Source: an optimization exercise on an open RTL-to-GDS flow (aim: small area, a short achievable clock period and few clock cycles). Production flows keep margins and buffers that such runs may drop. Where RTL was checked, it was by simulation tests only, not by an equivalence proof against the original. Power figures rest on the tool's default switching activity, not on a simulated workload.

==> build 44 <==
==> flow/design.v <==
module RF(
   input         clk,
   input         rst,
   input         we,         
   input  [31:1] S1, S2,       
   output [31:1] VN,           
   input  [4:0]  A3,
   input  [31:0] WD,
   input         BP1, BP2,     
   input  [31:0] BV,
   output [31:0] RD1, RD2
);
   wire [31:0] q [0:31];
   reg  [31:1] vld;
   assign q[0] = 32'd0;
   genvar g;
   generate
      for (g = 1; g < 32; g = g + 1) begin : r
         reg [31:0] d;
         always @(posedge clk)
            if (we && A3 == g)
               d <= WD;
         always @(posedge clk, posedge rst)
            if (rst)
               vld[g] <= 1'b0;
            else if (we && A3 == g)
               vld[g] <= 1'b1;
         assign q[g] = d;
      end
   endgenerate
   wire [31:0] wdec = 32'd1 << A3;
   assign VN = vld | (wdec[31:1] & {31{we}});
   wire [31:0] sel1 = {S1, BP1};
   wire [31:0] sel2 = {S2, BP2};
   genvar j;
   generate
      for (j = 0; j < 32; j = j + 1) begin : rdb
         wire [31:0] col;
         assign col[0] = BV[j];
         for (g = 1; g < 32; g = g + 1) begin : c
            assign col[g] = q[g][j];
         end
         RF_bit U1 (.s(sel1), .d(col), .o(RD1[j]));
         RF_bit U2 (.s(sel2), .d(col), .o(RD2[j]));
      end
   endgenerate
endmodule
module RF_bit(input [31:0] s, input [31:0] d, output o);
   wire [10:0] n;
   genvar i;
   generate
      for (i = 0; i < 10; i = i + 1) begin : g
         RF_aoi3 u (.s(s[3*i+2:3*i]), .d(d[3*i+2:3*i]), .y(n[i]));
      end
   endgenerate
   RF_aoi2 u10 (.s(s[31:30]), .d(d[31:30]), .y(n[10]));
   assign o = ~&n;
endmodule
module RF_aoi3(input [2:0] s, input [2:0] d, output y);
   assign y = ~|(s & d);
endmodule
module RF_aoi2(input [1:0] s, input [1:0] d, output y);
   assign y = ~|(s & d);
endmodule
module sccpu( clk, rst, instr, readdata, PC, MemWrite, aluout, writedata);
   input         clk;
   input         rst;
   input  [31:0] instr;
   input  [31:0] readdata;
   output [31:0] PC;
   output        MemWrite;
   output [31:0] aluout;
   output [31:0] writedata;
   reg  [31:0] pc_r;
   reg         btb_v;
   reg  [9:0]  btb_tag;       
   reg  [13:0] btb_tl;        
   reg         stall;         
   reg  [31:1] p_s1, p_s2;    
   reg         p_bp1, p_bp2;  
   reg         d_v;           
   reg  [31:0] d_ir;
   reg  [31:0] d_pc4;
   reg         d_btb;         
   reg         e_we, e_ld, e_st, e_br, e_jr;
   reg         e_bne, e_pred;
   reg         e_skip1;       
   reg  [4:0]  e_dst;
   reg  [31:0] e_a, e_b, e_sd;
   reg  [31:0] e_addr;        
   reg         e_eq;          
   reg  [4:0]  e_shamt;
   reg         e_shv;         
   reg         e_fa, e_fb, e_fsd;    
   reg         r_as, r_inv, r_and, r_or, r_nor, r_slt, r_sltu,
               r_sll, r_sh, r_sra, r_pb, r_pa;
   reg         m_we;
   reg  [4:0]  m_dst;
   reg  [31:0] m_res;
   assign PC = pc_r;
   wire [31:0] pc4   = pc_r + 32'd4;
   wire        f_j   = (instr[31:27] == 5'b00001);          
   wire [31:0] f_jt  = {pc4[31:28], instr[25:0], 2'b00};
   wire        f_hit = btb_v & (pc4[11:2] == btb_tag);
   wire [31:0] f_bt  = {pc_r[31:14], btb_tl};
   wire [5:0]  fop   = instr[31:26];
   wire        f_mem = (fop == 6'h23) | (fop == 6'h2b);       
   wire        f_sw  = (fop == 6'h2b);
   wire [5:0]  op  = d_ir[31:26];
   wire [5:0]  fn  = d_ir[5:0];
   wire [4:0]  rs  = d_ir[25:21];
   wire [4:0]  rt  = d_ir[20:16];
   wire [4:0]  rd  = d_ir[15:11];
   wire [15:0] imm = d_ir[15:0];
   wire rtype  = (op == 6'h00);
   wire f_add  = rtype & (fn == 6'h20 | fn == 6'h21);
   wire f_sub  = rtype & (fn == 6'h22 | fn == 6'h23);
   wire f_and  = rtype & (fn == 6'h24);
   wire f_or   = rtype & (fn == 6'h25);
   wire f_nor  = rtype & (fn == 6'h27);
   wire f_slt  = rtype & (fn == 6'h2a);
   wire f_sltu = rtype & (fn == 6'h2b);
   wire f_sll  = rtype & (fn == 6'h00);
   wire f_srl  = rtype & (fn == 6'h02);
   wire f_sra  = rtype & (fn == 6'h03);
   wire f_sllv = rtype & (fn == 6'h04);
   wire f_srlv = rtype & (fn == 6'h06);
   wire f_jr   = rtype & (fn == 6'h08);
   wire f_jalr = rtype & (fn == 6'h09);
   wire f_pa   = rtype & ~(f_add | f_sub | f_and | f_or | f_nor | f_slt | f_sltu |
                           f_sll | f_srl | f_sra | f_sllv | f_srlv | f_jalr);
   wire i_addi = (op == 6'h08);
   wire i_andi = (op == 6'h0c);
   wire i_ori  = (op == 6'h0d);
   wire i_slti = (op == 6'h0a);
   wire i_lui  = (op == 6'h0f);
   wire i_lw   = (op == 6'h23);
   wire i_sw   = (op == 6'h2b);
   wire i_beq  = (op == 6'h04);
   wire i_bne  = (op == 6'h05);
   wire i_jal  = (op == 6'h03);
   wire i_j    = (op == 6'h02);
   wire use_imm  = i_addi | i_andi | i_ori | i_slti | i_lui | i_lw | i_sw;
   wire use_link = i_jal | f_jalr;
   wire sext     = i_addi | i_slti | i_lw | i_sw;
   wire wr_rt    = i_addi | i_andi | i_ori | i_slti | i_lui | i_lw;
   wire wr_31    = i_jal | f_jalr;
   wire regwr    = rtype | wr_rt | i_jal;
   wire [4:0] dst = wr_31 ? 5'd31 : (wr_rt ? rt : rd);
   wire [31:0] rsv, rtv;
   wire [31:1] vn;
   RF U_RF (.clk(clk), .rst(rst), .we(m_we), .S1(p_s1), .S2(p_s2), .VN(vn), .A3(m_dst),
            .WD(m_res), .BP1(p_bp1), .BP2(p_bp2), .BV(m_res),
            .RD1(rsv), .RD2(rtv));
   wire [31:0] immx = i_lui ? {imm, 16'd0} :
                      sext  ? {{16{imm[15]}}, imm} : {16'd0, imm};
   wire        d_isbr = i_beq | i_bne;
   wire [31:0] d_bt   = d_pc4 + {{14{imm[15]}}, imm, 2'b00};
   wire        d_bb   = d_isbr & imm[15];         
   wire [31:0] d_nx   = d_bb ? d_bt : d_pc4;      
   wire [31:0] d_alt  = imm[15] ? d_pc4 : d_bt;
   wire        use_rt = ~(use_imm | use_link | d_isbr);
   wire [31:0] bsel   = d_isbr ? d_alt : (use_link ? d_pc4 : immx);
   wire [31:0] bval   = use_rt ? rtv : bsel;
   wire [31:0] addr   = rsv + {{16{imm[15]}}, imm};
   wire [31:0] a  = e_fa  ? m_res : e_a;
   wire [31:0] b  = e_fb  ? m_res : e_b;
   wire [32:0] s33 = {1'b0, a} + {1'b0, b ^ {32{r_inv}}} + {32'd0, r_inv};
   wire        ltu = ~s33[32];
   wire        lts = (a[31] ^ b[31]) ? a[31] : s33[31];
   wire [4:0]  sh  = e_shv ? a[4:0] : e_shamt;
   wire [31:0] brev, srev, shr;
   wire [31:0] shin = r_sll ? brev : b;
   wire [63:0] shx  = {{32{r_sra & b[31]}}, shin} >> sh;
   assign shr = shx[31:0];
   genvar k;
   generate
      for (k = 0; k < 32; k = k + 1) begin : rv
         assign brev[k] = b[31-k];
         assign srev[k] = shr[31-k];
      end
   endgenerate
   wire [31:0] shres = r_sll ? srev : shr;
   wire [31:0] res = ({32{r_as}}  & s33[31:0])
                   | {31'd0, (r_slt & lts) | (r_sltu & ltu)}
                   | ({32{r_and}} & (a & b))
                   | ({32{r_or}}  & (a | b))
                   | ({32{r_nor}} & ~(a | b))
                   | ({32{r_sh}}  & shres)
                   | ({32{r_pb}}  & b)
                   | ({32{r_pa}}  & a);
   wire        eq = e_fa  ? (e_fsd ? 1'b1 : (m_res == e_sd)) :
                    e_fsd ? (e_a == m_res) : e_eq;
   wire        taken    = eq ^ e_bne;
   wire        mispred  = e_br & (taken ^ e_pred);
   wire        d_seq    = ~(i_j | i_jal) & ~d_btb & ~d_bb;
   wire        skip1    = e_br & e_skip1 & taken & d_seq;
   wire        e_redir  = (mispred & ~skip1) | e_jr;
   wire [31:0] e_target = e_jr ? a : e_b;
   assign aluout    = e_addr;
   assign writedata = e_sd;
   assign MemWrite  = e_st;
   wire [31:0] ck_b = {{14{imm[15]}}, imm, 2'b00};
   wire [31:0] ck_k = d_pc4 ^ ck_b ^ pc_r;
   wire [31:0] ck_z = {(d_pc4[30:0] & ck_b[30:0]) | ((d_pc4[30:0] ^ ck_b[30:0]) & ~pc_r[30:0]), 1'b0};
   wire        d_btbok = d_bb & (ck_k == ck_z);
   wire        d_redir = d_v & ~stall & ~e_redir & (d_btb ? ~d_btbok : d_bb);
   wire [31:0] pc_nj = e_redir ? e_target :
                       stall   ? pc_r :
                       d_redir ? d_nx :
                       f_hit   ? f_bt : pc4;
   wire        take_j = f_j & ~(e_redir | stall | d_redir);
   always @(posedge clk, posedge rst)
      if (rst)
         pc_r <= 32'd0;
      else
         pc_r <= take_j ? f_jt : pc_nj;
   always @(posedge clk, posedge rst)
      if (rst)
         d_v <= 1'b0;
      else if (e_redir)
         d_v <= 1'b0;
      else if (!stall)
         d_v <= ~d_redir;
   always @(posedge clk)
      if (!stall) begin
         d_ir  <= instr;
         d_pc4 <= pc4;
         d_btb <= f_hit & ~f_j;
      end
   wire go = d_v & ~stall & ~e_redir & ~skip1;    
   wire go_we = go & regwr & (dst != 5'd0);
   wire [4:0]  nrs = stall ? rs : instr[25:21];
   wire [4:0]  nrt = stall ? rt : instr[20:16];
   wire [31:0] oh1 = 32'd1 << nrs;
   wire [31:0] oh2 = 32'd1 << nrt;
   wire        bp1 = e_we & (e_dst == nrs);
   wire        bp2 = e_we & (e_dst == nrt);
   always @(posedge clk) begin
      p_s1  <= oh1[31:1] & vn & {31{~bp1}};
      p_s2  <= oh2[31:1] & vn & {31{~bp2}};
      p_bp1 <= bp1;
      p_bp2 <= bp2;
   end
   always @(posedge clk, posedge rst)
      if (rst)
         stall <= 1'b0;
      else
         stall <= go_we & ~d_redir &
                  ((f_mem & instr[25:21] == dst) | (f_sw & instr[20:16] == dst));
   always @(posedge clk, posedge rst)
      if (rst) begin
         e_we <= 1'b0; e_ld <= 1'b0; e_st <= 1'b0; e_br <= 1'b0; e_jr <= 1'b0;
      end else begin
         e_we <= go_we;
         e_ld <= go & i_lw;
         e_st <= go & i_sw;
         e_br <= go & d_isbr;
         e_jr <= go & (f_jr | f_jalr);
      end
   always @(posedge clk) begin
      e_dst   <= dst;
      e_bne   <= i_bne;
      e_pred  <= imm[15];
      e_skip1 <= (imm == 16'd1);
      e_a     <= rsv;
      e_b     <= bval;
      e_sd    <= rtv;
      e_addr  <= addr;
      e_eq    <= (rsv == rtv);
      e_shamt <= d_ir[10:6];
      e_shv   <= f_sllv | f_srlv;
      e_fa    <= e_we & (e_dst == rs);
      e_fb    <= e_we & (e_dst == rt) & use_rt;
      e_fsd   <= e_we & (e_dst == rt);
      r_as    <= f_add | i_addi | i_lw | i_sw | f_sub;
      r_inv   <= f_sub | f_slt | i_slti | f_sltu;
      r_and   <= f_and | i_andi;
      r_or    <= f_or | i_ori;
      r_nor   <= f_nor;
      r_slt   <= f_slt | i_slti;
      r_sltu  <= f_sltu;
      r_sll   <= f_sll | f_sllv;
      r_sh    <= f_sll | f_sllv | f_srl | f_srlv | f_sra;
      r_sra   <= f_sra;
      r_pb    <= i_lui | use_link;
      r_pa    <= f_pa;
   end
   always @(posedge clk, posedge rst)
      if (rst)
         m_we <= 1'b0;
      else
         m_we <= e_we;
   always @(posedge clk) begin
      m_dst <= e_dst;
      m_res <= e_ld ? readdata : res;
   end
   wire btb_we = d_v & ~stall & d_bb;
   always @(posedge clk, posedge rst)
      if (rst)
         btb_v <= 1'b0;
      else if (btb_we)
         btb_v <= 1'b1;
   always @(posedge clk)
      if (btb_we) begin
         btb_tag <= d_pc4[11:2];
         btb_tl  <= d_bt[13:0];
      end
endmodule
==> flow/flow/run.sh <==
#!/bin/bash
# Own layout flow: the standard flow (standard.sh), with the standard
# synthesis run first and on its own. For the layout steps it changes only
# how timing is repaired:
#  - timing repair aims for a setup slack of MARGIN ns at the design's clock
#    period, so the layout is optimised for a shorter period than 15 ns;
#  - every port still gets a buffer, but a plain buffer rather than the delay
#    cell buffer_ports picks by default;
#  - gate sizing may use any cell of the same function, not only cells of the
#    same footprint.
set -euo pipefail
MARGIN=10.7
bash standard.sh synth > synth.log 2>&1
bash standard.sh SETUP_SLACK_MARGIN=$MARGIN MATCH_CELL_FOOTPRINT=0 \
   "BUFFER_PORTS_ARGS=-buffer_cell sky130_fd_sc_hd__buf_4" finish > layout.log 2>&1
==> flow/standard.sh <==
#!/bin/bash
# synth_recipe.tcl (not shown) runs the flow's synth.tcl, then flattens the netlist and writes it again
# the make line also repeats each setting of config.mk as NAME=value (left out here)
make -C /OpenROAD-flow-scripts/flow DESIGN_CONFIG=/design/flow/config.mk WORK_HOME=/design/flow/orfs CLKGATE_MAP_FILE= SYNTH_SCRIPT=/design/flow/synth_recipe.tcl "${@:-finish}"
==> flow/config.mk <==
export PLATFORM = sky130hd
export DESIGN_NAME = sccpu
export DESIGN_NICKNAME = sccpu
export VERILOG_FILES = /design/flow/design.v
export SDC_FILE = /design/flow/constraint.sdc
export NUM_CORES = 8
export LEC_CHECK = 0
export CAP_MARGIN = 20
export CORE_MARGIN = 2
export CORE_UTILIZATION = 55
export CTS_CLUSTER_DIAMETER = 80
export CTS_CLUSTER_SIZE = 24
export SLEW_MARGIN = 20
export SYNTH_HIERARCHICAL = 1
==> flow/constraint.sdc <==
create_clock -name core_clock -period 15.0 [get_ports {clk}]
set_input_delay 3.0000 -clock core_clock [delete_from_list [all_inputs] [get_ports {clk}]]
set_output_delay 3.0000 -clock core_clock [all_outputs]
set_load 0.01 [all_outputs]
==> trial 79 (differences from build 44) <==
--- a/flow/config.mk
+++ b/flow/config.mk
@@ -14 +14,2 @@
 export SYNTH_HIERARCHICAL = 1
+export TNS_END_PERCENT = 0
==> run summary <==
|  | trial 79 | build 44 |
|---|---|---|
| Met2 layer wire length in the routed design | 113000 um | 117000 um |
| Number of global-route vias before repair | 50200 | 51100 |
| Gr usage total | 42.1% | 44.7% |
| Worst Tran Pin Value | 1.24 ns | 1.28 ns |
| First-iteration detailed-routing DRC count | 12600 | 13500 |
| Final antenna diode count | 6 | 13 |
| Total area of multi-input combinational cells | 27200 sq um | 27500 sq um |
| Net switching fraction of the power | 33.9% | 34.3% |
| CTS clk-pin slew, worst paths | 0.10 ns | 0.09 ns |
| Net total in the final layout | 5627 | 5684 |
| RR Endpoint | m_res[8] | pc_r[18] |
| Power Total | 9.75 mW | 9.96 mW |
| Routing usage on met2 | 59.7% | 61.7% |
| NonClk Buf Share | 3.95% | 5.14% |
| Clock network area share | 3.22% | 3.23% |
| Outcome | finished clean | finished clean |
| Placed inst area | 71500 sq um | 71500 sq um |
| Multi-input combinational cell count | 3445 | 3448 |
| Part of the total power dissipated in sequential elements | 50.3% | 48.9% |
| Comb pwr share | 25.1% | 26.9% |
| Global-route wire length before repair | 378000 um | 396000 um |
| Data required, critical path | 12.00 ns | 15.62 ns |
| Fillcell total | 9486 | 9450 |
| Power drawn by the combinational cells | 2.45 mW | 2.68 mW |
Function was not checked in any run of this note: the RTL went through the layout flow alone.

========
==> run C <==
Another version of the RTL of sccpu (not shown whole).
==> flow/config.mk <==
export PLATFORM = sky130hd
export DESIGN_NAME = sccpu
export DESIGN_NICKNAME = sccpu
export VERILOG_FILES = /design/flow/design.v
export SDC_FILE = /design/flow/constraint.sdc
export NUM_CORES = 8
export LEC_CHECK = 0
export CAP_MARGIN = 20
export CORE_MARGIN = 2
export CORE_UTILIZATION = 40
export SLEW_MARGIN = 20
==> flow/constraint.sdc <==
create_clock -name core_clock -period 15.0 [get_ports {clk}]
set_input_delay 3.0000 -clock core_clock [delete_from_list [all_inputs] [get_ports {clk}]]
set_output_delay 3.0000 -clock core_clock [all_outputs]
set_load 0.01 [all_outputs]
run.sh (not shown) runs the stock make flow with config.mk's settings and CLKGATE_MAP_FILE= SYNTH_SCRIPT=/design/flow/synth_recipe.tcl, a recipe that flattens the netlist after the stock synthesis.
Stock flow here: none of the scripts above is used.
==> run A: changes against run C <==
--- a/flow/design.v
+++ b/flow/design.v
@@ -46,22 +46,22 @@
    output [31:0] aluout;
    output [31:0] writedata;
    reg  [31:0] pc_r;
    reg         d_v;           
    reg  [31:0] d_ir;
    reg  [31:0] d_pc4;
    reg         e_we, e_ld, e_st, e_br, e_bne, e_pred, e_jr;
    reg  [4:0]  e_dst;
-   reg  [31:0] e_a, e_b, e_sd, e_alt;
+   reg  [31:0] e_a, e_b, e_sd;
    reg  [4:0]  e_shamt;
    reg         e_shv;         
    reg         e_fa, e_fb, e_fsd;    
    reg         r_add, r_sub, r_and, r_or, r_nor, r_slt, r_sltu,
-               r_sll, r_srl, r_sra, r_pb, r_pa;
+               r_sll, r_sh, r_sra, r_pb, r_pa;
    reg         m_we, m_ld, m_st;
    reg  [4:0]  m_dst;
    reg  [31:0] m_res, m_wd;
    assign PC = pc_r;
    wire [31:0] pc4 = pc_r + 32'd4;
    wire        f_j = (instr[31:27] == 5'b00001);           
    wire [31:0] f_jt = {pc4[31:28], instr[25:0], 2'b00};
    wire [5:0]  op = d_ir[31:26];
@@ -106,69 +106,78 @@
    wire [4:0] dst = wr_31 ? 5'd31 : (wr_rt ? rt : rd);
    wire rd_rs = ~(i_lui | i_jal | f_sll | f_srl | f_sra) &
                 (rtype | use_imm | i_beq | i_bne);
    wire rd_rt = (rtype & ~(f_pa | f_jalr)) | i_sw | i_beq | i_bne;
    wire [31:0] rf1, rf2;
    wire [31:0] wval = m_ld ? readdata : m_res;
    RF U_RF (.clk(clk), .rst(rst), .we(m_we), .A1(rs), .A2(rt), .A3(m_dst),
             .WD(wval), .RD1(rf1), .RD2(rf2));
-   wire [31:0] rsv = (m_we && m_dst == rs) ? wval : rf1;
-   wire [31:0] rtv = (m_we && m_dst == rt) ? wval : rf2;
+   wire        m_rs = m_we && m_dst == rs;
+   wire        m_rt = m_we && m_dst == rt;
+   wire [31:0] rsv_r = (m_rs & ~m_ld) ? m_res : rf1;
+   wire [31:0] rtv_r = (m_rt & ~m_ld) ? m_res : rf2;
+   wire [31:0] rsv = (m_rs & m_ld) ? readdata : rsv_r;
+   wire [31:0] rtv = (m_rt & m_ld) ? readdata : rtv_r;
    wire [31:0] immx = i_lui ? {imm, 16'd0} :
                       sext  ? {{16{imm[15]}}, imm} : {16'd0, imm};
-   wire [31:0] bsel = use_link ? d_pc4 : immx;
-   wire [31:0] bval = (use_imm | use_link) ? bsel : rtv;
    wire        d_isbr = i_beq | i_bne;
    wire [31:0] d_bt   = d_pc4 + {{14{imm[15]}}, imm, 2'b00};
+   wire [31:0] d_alt  = imm[15] ? d_pc4 : d_bt;
+   wire        use_rt = ~(use_imm | use_link | d_isbr);
+   wire [31:0] bsel = d_isbr ? d_alt : (use_link ? d_pc4 : immx);
+   wire [31:0] bval = (use_rt & m_rt & m_ld) ? readdata : (use_rt ? rtv_r : bsel);
    wire stall = d_v & e_ld & ((rd_rs & e_dst == rs) | (rd_rt & e_dst == rt));
    wire [31:0] a  = e_fa  ? m_res : e_a;
    wire [31:0] b  = e_fb  ? m_res : e_b;
    wire [31:0] sd = e_fsd ? m_res : e_sd;
    wire [31:0] sum  = a + b;
    wire [32:0] dif  = {1'b0, a} - {1'b0, b};
    wire        ltu  = dif[32];
    wire        lts  = (a[31] ^ b[31]) ? a[31] : dif[31];
    wire [4:0]  sh   = e_shv ? a[4:0] : e_shamt;
-   wire [31:0] shl  = b << sh;
-   wire [31:0] shr  = b >> sh;
-   wire signed [31:0] bs = b;
-   wire [31:0] sra_ = bs >>> sh;
-   wire [31:0] res = ({32{r_add}}  & sum)
-                   | ({32{r_sub}}  & dif[31:0])
-                   | ({32{r_and}}  & (a & b))
-                   | ({32{r_or}}   & (a | b))
-                   | ({32{r_nor}}  & ~(a | b))
+   wire [31:0] brev, srev, shr;
+   wire [31:0] shin = r_sll ? brev : b;
+   wire [63:0] shx  = {{32{r_sra & b[31]}}, shin} >> sh;
+   assign shr = shx[31:0];
+   genvar k;
+   generate
+      for (k = 0; k < 32; k = k + 1) begin : rv
+         assign brev[k] = b[31-k];
+         assign srev[k] = shr[31-k];
+      end
+   endgenerate
+   wire [31:0] shres = r_sll ? srev : shr;
+   wire [31:0] res_o = ({32{r_and}}  & (a & b))
+                     | ({32{r_or}}   & (a | b))
+                     | ({32{r_nor}}  & ~(a | b))
+                     | ({32{r_sh}}   & shres)
+                     | ({32{r_pb}}   & b)
+                     | ({32{r_pa}}   & a);
+   wire [31:0] res = ({32{r_add}} & sum)
+                   | ({32{r_sub}} & dif[31:0])
                    | {31'd0, (r_slt & lts) | (r_sltu & ltu)}
-                   | ({32{r_sll}}  & shl)
-                   | ({32{r_srl}}  & shr)
-                   | ({32{r_sra}}  & sra_)
-                   | ({32{r_pb}}   & b)
-                   | ({32{r_pa}}   & a);
-   wire        taken    = (a == b) ^ e_bne;
+                   | res_o;
+   wire        taken    = (a == sd) ^ e_bne;
    wire        mispred  = e_br & (taken ^ e_pred);
    wire        e_redir  = mispred | e_jr;
-   wire [31:0] e_target = e_jr ? a : e_alt;
+   wire [31:0] e_target = e_jr ? a : e_b;
    wire        d_redir  = d_v & d_isbr & imm[15] & ~stall & ~e_redir;
    assign aluout    = m_res;
    assign writedata = m_wd;
    assign MemWrite  = m_st;
+   wire [31:0] pc_nj = e_redir ? e_target :
+                       stall   ? pc_r :
+                       d_redir ? d_bt : pc4;
+   wire        take_j = f_j & ~(e_redir | stall | d_redir);
    always @(posedge clk, posedge rst)
       if (rst)
          pc_r <= 32'd0;
-      else if (e_redir)
-         pc_r <= e_target;
-      else if (stall)
-         pc_r <= pc_r;
-      else if (d_redir)
-         pc_r <= d_bt;
-      else if (f_j)
-         pc_r <= f_jt;
       else
-         pc_r <= pc4;
+         pc_r <= take_j ? f_jt : pc_nj;
    always @(posedge clk, posedge rst)
       if (rst)
          d_v <= 1'b0;
       else if (!stall)
          d_v <= ~(e_redir | d_redir);
    always @(posedge clk)
       if (!stall) begin
          d_ir  <= instr;
@@ -184,34 +193,33 @@
          e_st <= go & i_sw;
          e_br <= go & d_isbr;
          e_jr <= go & (f_jr | f_jalr);
       end
    always @(posedge clk) begin
       e_dst   <= dst;
       e_bne   <= i_bne;
       e_pred  <= imm[15];
-      e_alt   <= imm[15] ? d_pc4 : d_bt;
       e_a     <= rsv;
       e_b     <= bval;
       e_sd    <= rtv;
       e_shamt <= d_ir[10:6];
       e_shv   <= f_sllv | f_srlv;
       e_fa    <= e_we & (e_dst == rs);
-      e_fb    <= e_we & (e_dst == rt) & ~(use_imm | use_link);
+      e_fb    <= e_we & (e_dst == rt) & use_rt;
       e_fsd   <= e_we & (e_dst == rt);
       r_add   <= f_add | i_addi | i_lw | i_sw;
       r_sub   <= f_sub;
       r_and   <= f_and | i_andi;
       r_or    <= f_or | i_ori;
       r_nor   <= f_nor;
       r_slt   <= f_slt | i_slti;
       r_sltu  <= f_sltu;
       r_sll   <= f_sll | f_sllv;
-      r_srl   <= f_srl | f_srlv;
+      r_sh    <= f_sll | f_sllv | f_srl | f_srlv | f_sra;
       r_sra   <= f_sra;
       r_pb    <= i_lui | use_link;
       r_pa    <= f_pa;
    end
    always @(posedge clk, posedge rst)
       if (rst) begin
          m_we <= 1'b0; m_ld <= 1'b0; m_st <= 1'b0;
       end else begin
==> flow/flow/run.sh (new file) <==
#!/bin/bash
# Own layout flow: the standard flow (standard.sh), with the standard
# synthesis run first and on its own. For the layout steps it changes only
# how timing is repaired:
#  - timing repair aims for a setup slack of MARGIN ns at the design's clock
#    period, so the layout is optimised for a shorter period than 15 ns;
#  - every port still gets a buffer, but a plain buffer rather than the delay
#    cell buffer_ports picks by default;
#  - gate sizing may use any cell of the same function, not only cells of the
#    same footprint.
set -euo pipefail
MARGIN=10.7
bash standard.sh synth > synth.log 2>&1
bash standard.sh SETUP_SLACK_MARGIN=$MARGIN MATCH_CELL_FOOTPRINT=0 \
   "BUFFER_PORTS_ARGS=-buffer_cell sky130_fd_sc_hd__buf_4" finish > layout.log 2>&1
==> flow/standard.sh (new file) <==
#!/bin/bash
# synth_recipe.tcl (not shown) runs the flow's synth.tcl, then flattens the netlist and writes it again
# the make line also repeats each setting of config.mk as NAME=value (left out here)
make -C /OpenROAD-flow-scripts/flow DESIGN_CONFIG=/design/flow/config.mk WORK_HOME=/design/flow/orfs CLKGATE_MAP_FILE= SYNTH_SCRIPT=/design/flow/synth_recipe.tcl "${@:-finish}"
==> flow/config.mk (replaced) <==
export PLATFORM = sky130hd
export DESIGN_NAME = sccpu
export DESIGN_NICKNAME = sccpu
export VERILOG_FILES = /design/flow/design.v
export SDC_FILE = /design/flow/constraint.sdc
export NUM_CORES = 8
export LEC_CHECK = 0
export CAP_MARGIN = 20
export CORE_MARGIN = 2
export CORE_UTILIZATION = 55
export SLEW_MARGIN = 20
removed: flow/run.sh
==> run F: changes against run C <==
--- a/flow/design.v
+++ b/flow/design.v
@@ -46,22 +46,22 @@
    output [31:0] aluout;
    output [31:0] writedata;
    reg  [31:0] pc_r;
    reg         d_v;           
    reg  [31:0] d_ir;
    reg  [31:0] d_pc4;
    reg         e_we, e_ld, e_st, e_br, e_bne, e_pred, e_jr;
    reg  [4:0]  e_dst;
-   reg  [31:0] e_a, e_b, e_sd, e_alt;
+   reg  [31:0] e_a, e_b, e_sd;
    reg  [4:0]  e_shamt;
    reg         e_shv;         
    reg         e_fa, e_fb, e_fsd;    
    reg         r_add, r_sub, r_and, r_or, r_nor, r_slt, r_sltu,
-               r_sll, r_srl, r_sra, r_pb, r_pa;
+               r_sll, r_sh, r_sra, r_pb, r_pa;
    reg         m_we, m_ld, m_st;
    reg  [4:0]  m_dst;
    reg  [31:0] m_res, m_wd;
    assign PC = pc_r;
    wire [31:0] pc4 = pc_r + 32'd4;
    wire        f_j = (instr[31:27] == 5'b00001);           
    wire [31:0] f_jt = {pc4[31:28], instr[25:0], 2'b00};
    wire [5:0]  op = d_ir[31:26];
@@ -110,48 +110,56 @@
    wire [31:0] rf1, rf2;
    wire [31:0] wval = m_ld ? readdata : m_res;
    RF U_RF (.clk(clk), .rst(rst), .we(m_we), .A1(rs), .A2(rt), .A3(m_dst),
             .WD(wval), .RD1(rf1), .RD2(rf2));
    wire [31:0] rsv = (m_we && m_dst == rs) ? wval : rf1;
    wire [31:0] rtv = (m_we && m_dst == rt) ? wval : rf2;
    wire [31:0] immx = i_lui ? {imm, 16'd0} :
                       sext  ? {{16{imm[15]}}, imm} : {16'd0, imm};
-   wire [31:0] bsel = use_link ? d_pc4 : immx;
-   wire [31:0] bval = (use_imm | use_link) ? bsel : rtv;
    wire        d_isbr = i_beq | i_bne;
    wire [31:0] d_bt   = d_pc4 + {{14{imm[15]}}, imm, 2'b00};
+   wire [31:0] d_alt  = imm[15] ? d_pc4 : d_bt;
+   wire        use_rt = ~(use_imm | use_link | d_isbr);
+   wire [31:0] bsel = d_isbr ? d_alt : (use_link ? d_pc4 : immx);
+   wire [31:0] bval = use_rt ? rtv : bsel;
    wire stall = d_v & e_ld & ((rd_rs & e_dst == rs) | (rd_rt & e_dst == rt));
    wire [31:0] a  = e_fa  ? m_res : e_a;
    wire [31:0] b  = e_fb  ? m_res : e_b;
    wire [31:0] sd = e_fsd ? m_res : e_sd;
    wire [31:0] sum  = a + b;
    wire [32:0] dif  = {1'b0, a} - {1'b0, b};
    wire        ltu  = dif[32];
    wire        lts  = (a[31] ^ b[31]) ? a[31] : dif[31];
    wire [4:0]  sh   = e_shv ? a[4:0] : e_shamt;
-   wire [31:0] shl  = b << sh;
-   wire [31:0] shr  = b >> sh;
-   wire signed [31:0] bs = b;
-   wire [31:0] sra_ = bs >>> sh;
+   wire [31:0] brev, srev, shr;
+   wire [31:0] shin = r_sll ? brev : b;
+   wire [63:0] shx  = {{32{r_sra & b[31]}}, shin} >> sh;
+   assign shr = shx[31:0];
+   genvar k;
+   generate
+      for (k = 0; k < 32; k = k + 1) begin : rv
+         assign brev[k] = b[31-k];
+         assign srev[k] = shr[31-k];
+      end
+   endgenerate
+   wire [31:0] shres = r_sll ? srev : shr;
    wire [31:0] res = ({32{r_add}}  & sum)
                    | ({32{r_sub}}  & dif[31:0])
                    | ({32{r_and}}  & (a & b))
                    | ({32{r_or}}   & (a | b))
                    | ({32{r_nor}}  & ~(a | b))
                    | {31'd0, (r_slt & lts) | (r_sltu & ltu)}
-                   | ({32{r_sll}}  & shl)
-                   | ({32{r_srl}}  & shr)
-                   | ({32{r_sra}}  & sra_)
+                   | ({32{r_sh}}   & shres)
                    | ({32{r_pb}}   & b)
                    | ({32{r_pa}}   & a);
-   wire        taken    = (a == b) ^ e_bne;
+   wire        taken    = (a == sd) ^ e_bne;
    wire        mispred  = e_br & (taken ^ e_pred);
    wire        e_redir  = mispred | e_jr;
-   wire [31:0] e_target = e_jr ? a : e_alt;
+   wire [31:0] e_target = e_jr ? a : e_b;
    wire        d_redir  = d_v & d_isbr & imm[15] & ~stall & ~e_redir;
    assign aluout    = m_res;
    assign writedata = m_wd;
    assign MemWrite  = m_st;
    always @(posedge clk, posedge rst)
       if (rst)
          pc_r <= 32'd0;
       else if (e_redir)
@@ -184,34 +192,33 @@
          e_st <= go & i_sw;
          e_br <= go & d_isbr;
          e_jr <= go & (f_jr | f_jalr);
       end
    always @(posedge clk) begin
       e_dst   <= dst;
       e_bne   <= i_bne;
       e_pred  <= imm[15];
-      e_alt   <= imm[15] ? d_pc4 : d_bt;
       e_a     <= rsv;
       e_b     <= bval;
       e_sd    <= rtv;
       e_shamt <= d_ir[10:6];
       e_shv   <= f_sllv | f_srlv;
       e_fa    <= e_we & (e_dst == rs);
-      e_fb    <= e_we & (e_dst == rt) & ~(use_imm | use_link);
+      e_fb    <= e_we & (e_dst == rt) & use_rt;
       e_fsd   <= e_we & (e_dst == rt);
       r_add   <= f_add | i_addi | i_lw | i_sw;
       r_sub   <= f_sub;
       r_and   <= f_and | i_andi;
       r_or    <= f_or | i_ori;
       r_nor   <= f_nor;
       r_slt   <= f_slt | i_slti;
       r_sltu  <= f_sltu;
       r_sll   <= f_sll | f_sllv;
-      r_srl   <= f_srl | f_srlv;
+      r_sh    <= f_sll | f_sllv | f_srl | f_srlv | f_sra;
       r_sra   <= f_sra;
       r_pb    <= i_lui | use_link;
       r_pa    <= f_pa;
    end
    always @(posedge clk, posedge rst)
       if (rst) begin
          m_we <= 1'b0; m_ld <= 1'b0; m_st <= 1'b0;
       end else begin
==> flow/flow/run.sh (new file) <==
#!/bin/bash
# Own layout flow: the standard flow (standard.sh) unchanged, except that
# timing repair aims for a setup slack of MARGIN ns at the design's clock
# period, so the layout is optimised for a shorter period than 15 ns. The
# synthesis is the standard one, run first and on its own.
set -euo pipefail
MARGIN=10.5
bash standard.sh synth > synth.log 2>&1
bash standard.sh SETUP_SLACK_MARGIN=$MARGIN finish > layout.log 2>&1
==> flow/standard.sh (new file) <==
#!/bin/bash
# synth_recipe.tcl (not shown) runs the flow's synth.tcl, then flattens the netlist and writes it again
# the make line also repeats each setting of config.mk as NAME=value (left out here)
make -C /OpenROAD-flow-scripts/flow DESIGN_CONFIG=/design/flow/config.mk WORK_HOME=/design/flow/orfs CLKGATE_MAP_FILE= SYNTH_SCRIPT=/design/flow/synth_recipe.tcl "${@:-finish}"
removed: flow/run.sh
==> run summary <==
metric                                                                       run F                  run A                     run C
Outcome                                                   timing/DRC/antenna clean  timing/DRC/antenna clean  timing/DRC/antenna clean
Unrepaired setup endpoints after global routing                                yes                    yes                        no
Slew HR                                                                      11.2%                  12.5%                     13.7%
Origin of the critical flop-to-flop path                                      e_fa                   e_fa                      e_fb
Setup slack, reg-to-reg                                                   10110 ps               10380 ps                   8470 ps
Area of the multi-input gates                                           0.0264 mm²             0.0272 mm²                0.0257 mm²
Routability-driven placement congestion ratio                                 1.00                   1.05                      1.01
Final Critical Period                                                      4890 ps                4620 ps                   6530 ps
Utilization after layout                                                     47.0%                  64.7%                     46.1%
Number of nets in the layout                                                  5663                   5852                      5599
Fin Clk Skew                                                               65.0 ps                58.3 ps                   40.3 ps
Met1 demand-to-capacity share in global routing                              47.9%                  63.5%                     45.2%
Achievable clock frequency                                                 204 MHz                216 MHz                   153 MHz
Net switching component of the power                                       3.44 mW                3.15 mW                   3.17 mW
Std-Cell Core Area                                                       0.161 mm²              0.118 mm²                 0.163 mm²
Nonclk buf count                                                               415                    500                       330
Std cell rows                                                                  147                    126                       148
Cell with the biggest individual delay on the critical path  sky130_fd_sc_hd__fa_2  sky130_fd_sc_hd__fa_2  sky130_fd_sc_hd__mux2i_1
Inverters                                                                      147                    137                       154
Buffer and inverter count on the worst path                                      4                      2                         1
Data required time of the worst path                                      15590 ps               15650 ps                  15670 ps
Comb pwr                                                                   2.48 mW                2.22 mW                   1.91 mW
Post-route worst setup slack                                              10110 ps               10380 ps                   8470 ps
Testbench counts of run C, summed over its fixed seeds: cycles 79,578.
Testbench counts of run A, summed over its fixed seeds: cycles 79,578.
No functional check of the RTL was part of run F.

## separate check: timing with driven ports
The results above use ideal ports. As a check the final layouts listed here were re-extracted and re-timed, cells and wires unchanged. Step 1 sets driving cells, clkbuf_16 on the clock port and buf_2 on the other inputs (assumed; they add their load-dependent delay and slew). Step 2 times the ports against the registers' clock, not the clock port: input delays grow and output delays shrink by t, the midpoint of the rising clock arrivals with the driver on. Slacks: ideal / step 1 / step 2; pairs: ideal / step 1.
run | shift t [ns] | setup slack, ns | worst setup path at the end | worst data-port slew with drivers (ns)
build 44 | 0.776 | 10.571 / 10.552 / 9.826 | input to register | 0.07
trial 79 | 0.796 | 10.466 / 10.381 / 9.753 | input to register | 0.07
run C | 0.892 | 8.473 / 8.473 / 8.473 | register to register | 0.06
run A | 0.883 | 10.381 / 10.381 / 9.811 | input to register | 0.15
run F | 0.873 | 10.106 / 10.106 / 9.591 | input to register | 0.07
After both steps every run listed still meets setup and hold. The setup slack of build 44, which loses most, moves by -0.019 ns with the drivers and by -0.745 ns with both steps.
